From an optimization exercise on the open Yosys and OpenROAD flow, aimed at small area, a short achievable clock period and few clock cycles; shortcuts taken in it are not production practice. Power figures rest on the tool's default switching activity, not on a simulated workload.

==> flow/design.v (excerpt) <==
module nnctrl ( reset, clk, input_signal, in, category,
                ram_addr, ram_we, ram_wdata, ram_rdata, rom_addr, rom_rdata,
                done, ready, score0, score1 ) ;
	input 		reset, clk ;
	input		input_signal ;
	input[31:0] in ;
	output 		category ;
	output[10:0]	ram_addr ;
	output		ram_we ;
	output[31:0]	ram_wdata ;
	input[31:0]	ram_rdata ;
	output[16:0]	rom_addr ;
	input[31:0]	rom_rdata ;
	output reg	done ;
	output reg	ready ;
	output[31:0]	score0, score1 ;
	localparam INIT = 2'd0, IN = 2'd1, COMP = 2'd2, FIN = 2'd3 ;
	reg [1:0]	state ;
	reg [1:0]	icnt ;
	reg		isig_d ;
	reg		we ;
	reg		f0_en, f0_bias ;	 
	reg [2:1]	f_en ;
	reg [5:1]	f_bias ;
	reg [10:0]	addr_ram ;
	reg [16:0]	addr_rom ;
	reg [6:0]	m ;			 
	reg [15:0]	one_r, two_r, neg_r ;	 
	reg [14:0]	xe_r ;
	reg		sa_r ;
	reg [31:0]	wr ;
	reg [62:12]	sr, cr, tr ;	 
	reg		cl_r ;	 
	reg [31:0]	acc, res ;
	assign ram_addr = addr_ram ;
	assign ram_we = we ;
	assign ram_wdata = res ;
	assign rom_addr = addr_rom ;
	assign score0 = res ;
	assign score1 = acc ;
	wire		en = f_en[2] ;
	wire [32:0]	xb = { ram_rdata, 1'b0 } ;
	wire [15:0]	one_d, two_d, neg_d ;
	genvar j ;
	generate for ( j = 0 ; j < 16 ; j = j+1 ) begin : enc
		wire x1 = xb[2*j+2], x0 = xb[2*j+1], xm = xb[2*j] ;
		assign one_d[j] = en & ( x0 ^ xm ) ;
		assign two_d[j] = ( en & ( ( x1 & ~x0 & ~xm ) | ( ~x1 & x0 & xm ) ) ) | ( j == 15 && f_bias[2] ) ;
		assign neg_d[j] = en & x1 & ~( x0 & xm ) ;
	end endgenerate
	wire [62:12]	tsr, tcr, ttr ;
	wire		tcl ;
	neural aNeural ( .one(one_r), .two(two_r), .neg(neg_r), .xe(xe_r), .sa(sa_r), .w(wr), .r0(tsr), .r1(tcr), .r2(ttr), .cl(tcl) ) ;
	reg		lc ;
	wire		resolve = f_bias[5] ;
	reg		clr ;
	wire		init_next = state == INIT && icnt != 2'd3 ;
  ...
For scale: roughly 3300 cells after synthesis, roughly 230 I/O pins, about 34000 sq um of cells after synthesis.
==> module nnctrl, before the edit <==
module nnctrl ( reset, clk, input_signal, in, category,
                ram_addr, ram_we, ram_wdata, ram_rdata, rom_addr, rom_rdata,
                done, ready, score0, score1 ) ;
	input 		reset, clk ;
	input		input_signal ;
	input[31:0] in ;
	output 		category ;
	output[10:0]	ram_addr ;
	output		ram_we ;
	output[31:0]	ram_wdata ;
	input[31:0]	ram_rdata ;
	output[16:0]	rom_addr ;
	input[31:0]	rom_rdata ;
	output reg	done ;
	output reg	ready ;
	output[31:0]	score0, score1 ;
	localparam INIT = 2'd0, IN = 2'd1, COMP = 2'd2, FIN = 2'd3 ;
	reg [1:0]	state ;
	reg [1:0]	icnt ;
	reg		isig_d ;
	reg		we ;
	reg		f0_en, f0_bias ;	 
	reg [2:1]	f_en ;
	reg [5:1]	f_bias ;
	reg [10:0]	addr_ram ;
	reg [16:0]	addr_rom ;
	reg [6:0]	m ;			 
	reg [15:0]	one_r, two_r, neg_r ;	 
	reg [14:0]	xe_r ;
	reg		sa_r ;
	reg [31:0]	wr ;
	reg [62:12]	sr, cr, tr ;	 
	reg		cl_r ;	 
	reg [31:0]	acc, res ;
	assign ram_addr = addr_ram ;
	assign ram_we = we ;
	assign ram_wdata = res ;
	assign rom_addr = addr_rom ;
	assign score0 = res ;
	assign score1 = acc ;
	wire		en = f_en[2] ;
	wire [32:0]	xb = { ram_rdata, 1'b0 } ;
	wire [15:0]	one_d, two_d, neg_d ;
	genvar j ;
	generate for ( j = 0 ; j < 16 ; j = j+1 ) begin : enc
		wire x1 = xb[2*j+2], x0 = xb[2*j+1], xm = xb[2*j] ;
		assign one_d[j] = en & ( x0 ^ xm ) ;
		assign two_d[j] = ( en & ( ( x1 & ~x0 & ~xm ) | ( ~x1 & x0 & xm ) ) ) | ( j == 15 && f_bias[2] ) ;
		assign neg_d[j] = en & x1 & ~( x0 & xm ) ;
	end endgenerate
	wire [62:12]	tsr, tcr, ttr ;
	wire		tcl ;
	neural aNeural ( .one(one_r), .two(two_r), .neg(neg_r), .xe(xe_r), .sa(sa_r), .w(wr), .r0(tsr), .r1(tcr), .r2(ttr), .cl(tcl) ) ;
	reg		lc ;
	wire		resolve = f_bias[5] ;
	reg		clr ;
	wire		init_next = state == INIT && icnt != 2'd3 ;
	wire		fin_next = ( state == COMP && f0_bias && m == 7'd102 ) || ( state == FIN && !resolve ) ;
	wire		done_next = state == FIN && resolve ;
	wire		clr_next = ( f_bias[4] && !fin_next ) || done_next || init_next ;
	wire [31:0]	a0 = clr ? 32'd0 : acc ;
	wire		lo_c ;
	wire [31:0]	acc_next ;
	accum aAccum ( .r0(sr), .r1(cr), .r2(tr), .cl(cl_r), .a0(a0), .lc(lc), .acc_next(acc_next), .lo_c(lo_c) ) ;
	classfier classfier ( reset, clk, state == FIN && resolve, res, acc, category ) ;
	wire rise = input_signal & ~isig_d ;
	wire last = f0_en && ( addr_ram == 11'd999 || addr_ram == 11'd1124 ) ;
	always @( posedge clk ) begin
		one_r <= one_d ;
		two_r <= two_d ;
		neg_r <= neg_d ;
		xe_r <= en ? ram_rdata[14:0] : 15'd0 ;
		sa_r <= en & ram_rdata[31] ;
		wr <= rom_rdata ;
		sr <= tsr ;
		cr <= tcr ;
		tr <= ttr ;
		cl_r <= tcl ;
		acc <= acc_next ;
		lc <= lo_c ;
		if ( input_signal )
			res <= in ;
		else if ( resolve && state == COMP )
			res <= acc ;
	end
	always @( posedge clk ) begin
		if ( state == INIT || ( state == FIN && resolve ) ) begin
			addr_ram <= 11'd0 ;
			addr_rom <= 17'd0 ;
			m <= 7'd0 ;
		end
		else if ( state == IN || state == COMP ) begin
			if ( last ) begin
				addr_ram <= { 4'b1000, m } ;
				addr_rom <= addr_rom+1 ;
				m <= m+1 ;
			end
			else if ( f0_bias )
				addr_ram <= ( m >= 7'd100 ) ? 11'd1025 : 11'd0 ;
			else if ( f0_en ) begin
				addr_ram <= addr_ram+1 ;
				addr_rom <= addr_rom+1 ;
			end
		end
	end
	always @( posedge clk or posedge reset ) begin
		if ( reset ) begin
			state <= INIT ;
			icnt <= 2'd0 ;
			isig_d <= 1'b0 ;
			we <= 1'b0 ;
			f0_en <= 1'b0 ;
			f0_bias <= 1'b0 ;
			f_en <= 2'd0 ;
			f_bias <= 5'd0 ;
			done <= 1'b0 ;
			ready <= 1'b0 ;
			clr <= 1'b1 ;
		end
		else begin
			isig_d <= input_signal ;
			clr <= clr_next ;
			f_en <= { f_en[1], f0_en } ;
			f_bias <= { f_bias[4:1], f0_bias } ;
			done <= 1'b0 ;
			case ( state )
			INIT: begin
				icnt <= icnt+1 ;
				if ( icnt == 2'd3 ) begin
					state <= IN ;
					ready <= 1'b1 ;
				end
			end
			IN: begin
				if ( last ) begin
					f0_en <= 1'b0 ;
					f0_bias <= 1'b1 ;
					we <= 1'b1 ;
					state <= COMP ;
					ready <= 1'b0 ;
				end
				else begin
					f0_en <= rise ;
					we <= rise ;
				end
			end
			COMP: begin
				if ( last ) begin
					f0_en <= 1'b0 ;
					f0_bias <= 1'b1 ;
					we <= 1'b1 ;
				end
				else if ( f0_bias ) begin
					f0_bias <= 1'b0 ;
					we <= 1'b0 ;
					if ( m == 7'd102 ) begin
						f0_en <= 1'b0 ;
						state <= FIN ;
					end
					else
						f0_en <= 1'b1 ;
				end
				else begin
					f0_en <= 1'b1 ;
					we <= ( addr_ram == 11'd1123 ) && !m[0] ;
				end
			end
			FIN: begin
				if ( resolve ) begin
					done <= 1'b1 ;
					ready <= 1'b1 ;
					state <= IN ;
				end
			end
			endcase
		end
	end
endmodule
export LEC_CHECK = 0
export ABC_CLOCK_PERIOD_IN_PS = 3000
export CAP_MARGIN = 20
export CORE_MARGIN = 2
export CORE_UTILIZATION = 55
export SLEW_MARGIN = 20
create_clock -name core_clock -period 11.0 [get_ports {clk}]
standard.sh (not shown) runs the stock make flow with config.mk's settings and CLKGATE_MAP_FILE= SYNTH_SCRIPT=/design/flow/synth_recipe.tcl, a recipe that flattens the netlist after the stock synthesis.
==> flow/flow/run.sh <==
#!/bin/bash
set -euo pipefail
W=$(pwd)
R=$W/orfs/results/$FLOW_PLATFORM/nnctrl/base
bash standard.sh synth > synth.log 2>&1
cp $R/1_2_yosys.v $W/synth_standard.v
python3 $W/flow/polarity.py $W/synth_standard.v $W/synth_polarity.v > polarity.log 2>&1
python3 $W/flow/fastfa.py $W/synth_polarity.v $R/1_2_yosys.v 2.8 '^\\?[sctu]r\[' > fastfa.log 2>&1
rm -f $R/1_synth.odb
bash standard.sh finish SETUP_SLACK_MARGIN=7.2 TNS_END_PERCENT=100 > layout.log 2>&1
Other scripts of this flow, unchanged in this note and not shown: flow/flow/fastfa.py, flow/flow/polarity.py
==> next run, changes <==
--- a/flow/design.v
+++ b/flow/design.v
@@ -3375,9 +3375,5 @@
 	reg		lc ;
 	wire		resolve = f_bias[5] ;
-	reg		clr ;
-	wire		init_next = state == INIT && icnt != 2'd3 ;
-	wire		fin_next = ( state == COMP && f0_bias && m == 7'd102 ) || ( state == FIN && !resolve ) ;
-	wire		done_next = state == FIN && resolve ;
-	wire		clr_next = ( f_bias[4] && !fin_next ) || done_next || init_next ;
+	wire		clr = ( resolve && state != FIN ) || done || state == INIT ;
 	wire [31:0]	a0 = clr ? 32'd0 : acc ;
 	wire		lo_c ;
@@ -3437,9 +3433,7 @@
 			done <= 1'b0 ;
 			ready <= 1'b0 ;
-			clr <= 1'b1 ;
 		end
 		else begin
 			isig_d <= input_signal ;
-			clr <= clr_next ;
 			f_en <= { f_en[1], f0_en } ;
 			f_bias <= { f_bias[4:1], f0_bias } ;
Result: Worst setup slack gets worse by 0.18 ns; critical path depth goes up by 17; routed wire length goes down by about 2.6%; area after synthesis goes up by 0.39%; total power goes up by about 0.6%; worst hold slack gets better by 0.0031 ns; synthesized cell count goes up by about 1.4%; global-route usage goes down by 1.4 points; maximum frequency goes down by 4.5%.
No functional check of the RTL was part of any run of this note.

## afterwards: timing with drivers on the ports
No port has a modelled driver above. Below, the same layouts with a new extraction and two added sets of constraints. Step 1 assumes that a clkbuf_16 drives the clock port and a buf_2 every other input. Step 2 also shifts input and output timing later by t, the mid clock arrival at the registers, as if the neighbouring blocks saw the same clock. Slacks: ideal ports / drivers / drivers and shift; pairs: ideal ports / drivers.
run | t, ns | setup slack, ns | slew at the worst register clock pin (ns)
the first run | 0.655 | 7.230 / 7.162 / 6.909 | 0.06 / 0.06
the second run | 0.648 | 7.051 / 7.051 / 7.051 | 0.07 / 0.07
After both steps setup and hold are still met in every run listed. For the first run, which loses most, drivers alone change the setup slack by -0.068 ns; drivers and shift together by -0.321 ns.
